What follows belongs to an exercise in optimizing a design on an open flow for small area; a production flow would make more cautious choices. Only simulation tests tie the RTL to the original design; equivalence was not proved. The flow treats the clock pin as an ideal source, which a real chip does not have. Power is estimated from default activity; no workload was simulated.

==> flow/design.v (excerpt) <==
module generator #(
    parameter   [31:0]  BASE_ADDRESS    = 32'h3000_0000,
    parameter   [15:0]  PERIOD          = 16'd8,
    parameter   [7:0]   RAM_END_ADDR    = 8'd0
)(
    input wire          caravel_wb_clk_i,        
    input wire          caravel_wb_rst_i,        
    input wire          caravel_wb_stb_i,        
    input wire          caravel_wb_cyc_i,        
    input wire          caravel_wb_we_i,         
    input wire  [3:0]   caravel_wb_sel_i,        
    input wire  [31:0]  caravel_wb_dat_i,        
    input wire  [31:0]  caravel_wb_adr_i,        
    output reg          caravel_wb_ack_o,        
    output wire [31:0]  caravel_wb_dat_o,        
    output wire         rambus_wb_rst_o,         
    output wire         rambus_wb_stb_o,         
    output wire         rambus_wb_cyc_o,         
    output wire         rambus_wb_we_o,          
    output wire [3:0]   rambus_wb_sel_o,         
    output wire [31:0]  rambus_wb_dat_o,         
    output reg  [7:0]   rambus_wb_adr_o,         
    input wire          rambus_wb_ack_i,         
    input wire  [31:0]  rambus_wb_dat_i,         
    output reg  [7:0]   dac,
    output wire         dbg_ram_addr_zero,
    output wire         dbg_state_run,
    output wire         dbg_dac_start,
    output wire         dbg_ram_wb_stb,
    output wire         dbg_caravel_wb_stb
);
    wire clk   = caravel_wb_clk_i;
    wire reset = caravel_wb_rst_i;
    wire nrst  = ~reset;
  ...
clock: 10.0 ns
lec_check: 0
cap_margin: 0
core_margin: 2
core_utilization: 80
place_density: 0.85
slew_margin: 0
synth_hierarchical: 1
synth_minimum_keep_size: 0
standard.sh (not shown) runs the stock make flow with config.mk's settings and CLKGATE_MAP_FILE= SYNTH_SCRIPT=/design/flow/synth_recipe.tcl, a recipe that flattens the netlist after the stock synthesis.
==> flow/flow/run.sh <==
#!/bin/bash
# Own layout flow: the standard flow (standard synthesis unchanged), with
# minimum-size port buffers, one shared tie cell, combinational cells at their
# smallest size after floorplan, and a clock tree of small buffers, upsized
# where their slew is high.
set -euo pipefail
here=$(pwd)
export BUFFER_PORTS_ARGS="-buffer_cell sky130_fd_sc_hd__buf_1"
export CTS_ARGS="-sink_clustering_enable -repair_clock_nets -dont_use_dummy_load -buf_list sky130_fd_sc_hd__clkbuf_4 -root_buf sky130_fd_sc_hd__clkbuf_8"
export POST_FLOORPLAN_TCL=$here/flow/post_floorplan.tcl
export POST_CTS_TCL=$here/flow/post_cts.tcl
bash standard.sh > standard.log 2>&1
==> flow/flow/post_cts.tcl <==
# Runs at the end of ORFS CTS (POST_CTS_TCL): the tree is built from clkbuf_4;
# upsize to clkbuf_8 each clock buffer whose estimated output slew is above
# the target, then legalise the placement again.
set target 0.105
set_propagated_clock [all_clocks]
estimate_parasitics -placement
set changed 0
foreach inst [get_cells *] {
  if {[get_property $inst ref_name] eq "sky130_fd_sc_hd__clkbuf_4"} {
    if {[get_property [get_pins [get_name $inst]/X] slew_max] > $target} {
      replace_cell $inst [get_lib_cells sky130_fd_sc_hd__clkbuf_8]
      incr changed
    }
  }
}
puts "bench-flow: $changed clock buffers upsized"
if {$changed > 0} {
  detailed_placement
  check_placement -verbose
  estimate_parasitics -placement
}
Other scripts of this flow, unchanged in this note and not shown: flow/flow/post_floorplan.tcl
The first run went through all stages and came out clean.
Next try:
--- a/flow/flow/post_cts.tcl
+++ b/flow/flow/post_cts.tcl
@@ -3,3 +3,3 @@
 # the target, then legalise the placement again.
-set target 0.105
+set target 0.115
 set_propagated_clock [all_clocks]
CORE_UTILIZATION = 85   (was 80)
PLACE_DENSITY = 0.9   (was 0.85)
What happened: Combinational power stays flat; routed wire length grows by 4.2%; power drops by 0.75%; non-clock buffer count fell by 1; clock-buffer cell count does not change; via count climbs by 3.0%; worst hold slack gets better by 0.0043 ns; maximum frequency is about the same; area after synthesis stays the same.
Next try:
--- a/flow/flow/run.sh
+++ b/flow/flow/run.sh
@@ -8,3 +8,3 @@
 export BUFFER_PORTS_ARGS="-buffer_cell sky130_fd_sc_hd__buf_1"
-export CTS_ARGS="-sink_clustering_enable -repair_clock_nets -dont_use_dummy_load -buf_list sky130_fd_sc_hd__clkbuf_4 -root_buf sky130_fd_sc_hd__clkbuf_8"
+export CTS_ARGS="-sink_clustering_enable -repair_clock_nets -dont_use_dummy_load -buf_list sky130_fd_sc_hd__clkbuf_4 -root_buf sky130_fd_sc_hd__clkbuf_8 -clustering_exponent 2 -clustering_unbalance_ratio 0.5"
 export POST_FLOORPLAN_TCL=$here/flow/post_floorplan.tcl
--- a/flow/flow/post_cts.tcl
+++ b/flow/flow/post_cts.tcl
@@ -3,3 +3,3 @@
 # the target, then legalise the placement again.
-set target 0.115
+set target 0.105
 set_propagated_clock [all_clocks]
- The new run passed the timing, design-rule and antenna checks
- register-to-register slack got worse by 0.03 ns
- clock power rises by about 6%
- design area barely changes
- setup slack improved by 0.0082 ns
- wire length rises by 2.7%
- synthesized area does not change
Next try:
--- a/flow/flow/run.sh
+++ b/flow/flow/run.sh
@@ -8,3 +8,3 @@
 export BUFFER_PORTS_ARGS="-buffer_cell sky130_fd_sc_hd__buf_1"
-export CTS_ARGS="-sink_clustering_enable -repair_clock_nets -dont_use_dummy_load -buf_list sky130_fd_sc_hd__clkbuf_4 -root_buf sky130_fd_sc_hd__clkbuf_8 -clustering_exponent 2 -clustering_unbalance_ratio 0.5"
+export CTS_ARGS="-sink_clustering_enable -repair_clock_nets -dont_use_dummy_load -buf_list sky130_fd_sc_hd__clkbuf_4 -root_buf sky130_fd_sc_hd__clkbuf_8"
 export POST_FLOORPLAN_TCL=$here/flow/post_floorplan.tcl
Effect: Die area stays the same. Worst hold slack degrades by 0.0036 ns. Worst setup slack degrades by 0.014 ns. Non-clock buffer count is unchanged. Final cell count stays the same. Global-route usage fell by 0.47 points. Register-to-register slack degrades by 0.02 ns. Via count fell slightly. Critical path depth does not change.
Next try:
--- a/flow/flow/run.sh
+++ b/flow/flow/run.sh
@@ -8,3 +8,3 @@
 export BUFFER_PORTS_ARGS="-buffer_cell sky130_fd_sc_hd__buf_1"
-export CTS_ARGS="-sink_clustering_enable -repair_clock_nets -dont_use_dummy_load -buf_list sky130_fd_sc_hd__clkbuf_4 -root_buf sky130_fd_sc_hd__clkbuf_8"
+export CTS_ARGS="-sink_clustering_enable -repair_clock_nets -dont_use_dummy_load -buf_list sky130_fd_sc_hd__clkbuf_4 -root_buf sky130_fd_sc_hd__clkbuf_8 -clustering_exponent 2 -clustering_unbalance_ratio 0.5"
 export POST_FLOORPLAN_TCL=$here/flow/post_floorplan.tcl
CORE_UTILIZATION = 80   (was 85)
PLACE_DENSITY = 0.85   (was 0.9)
Effect:
- The new run completed with no timing, DRC or antenna violations
- routed wire length is lower by about 4%
- power hardly moves
- worst hold slack is worse by 0.012 ns
- worst setup slack is worse by 0.0077 ns

afterwards: timing with drivers on the ports:
How much do the figures lean on ideal ports? The routed layouts below were timed once more, with nothing changed but the port constraints.
Step 1 (the two cells are an assumption about what drives the block):
set clk [get_ports {caravel_wb_clk_i}]
set_driving_cell -lib_cell sky130_fd_sc_hd__clkbuf_16 $clk
set_driving_cell -lib_cell sky130_fd_sc_hd__buf_2 [delete_from_list [all_inputs] $clk]
Step 2 adds t to the input delays and takes it off the output delays; t is the mean of the earliest and latest rising clock arrival at the registers after step 1. Input paths then give back, and output paths get back, about the clock's delay inside the block.
Three values: ideal, step 1, step 2; two values: the first two.
run | t, ns | setup WS [ns] | worst setup path at the end | worst slew at a driven data input, ns
the first run | 0.434 | 5.269 / 5.246 / 5.246 | input to output | 0.04
the second run | 0.438 | 5.280 / 5.248 / 5.248 | input to output | 0.05
the third run | 0.434 | 5.288 / 5.256 / 5.256 | input to output | 0.06
the fourth run | 0.440 | 5.274 / 5.242 / 5.242 | input to output | 0.05
the fifth run | 0.438 | 5.266 / 5.243 / 5.243 | input to output | 0.05
After both steps setup and hold are still met in every run listed.
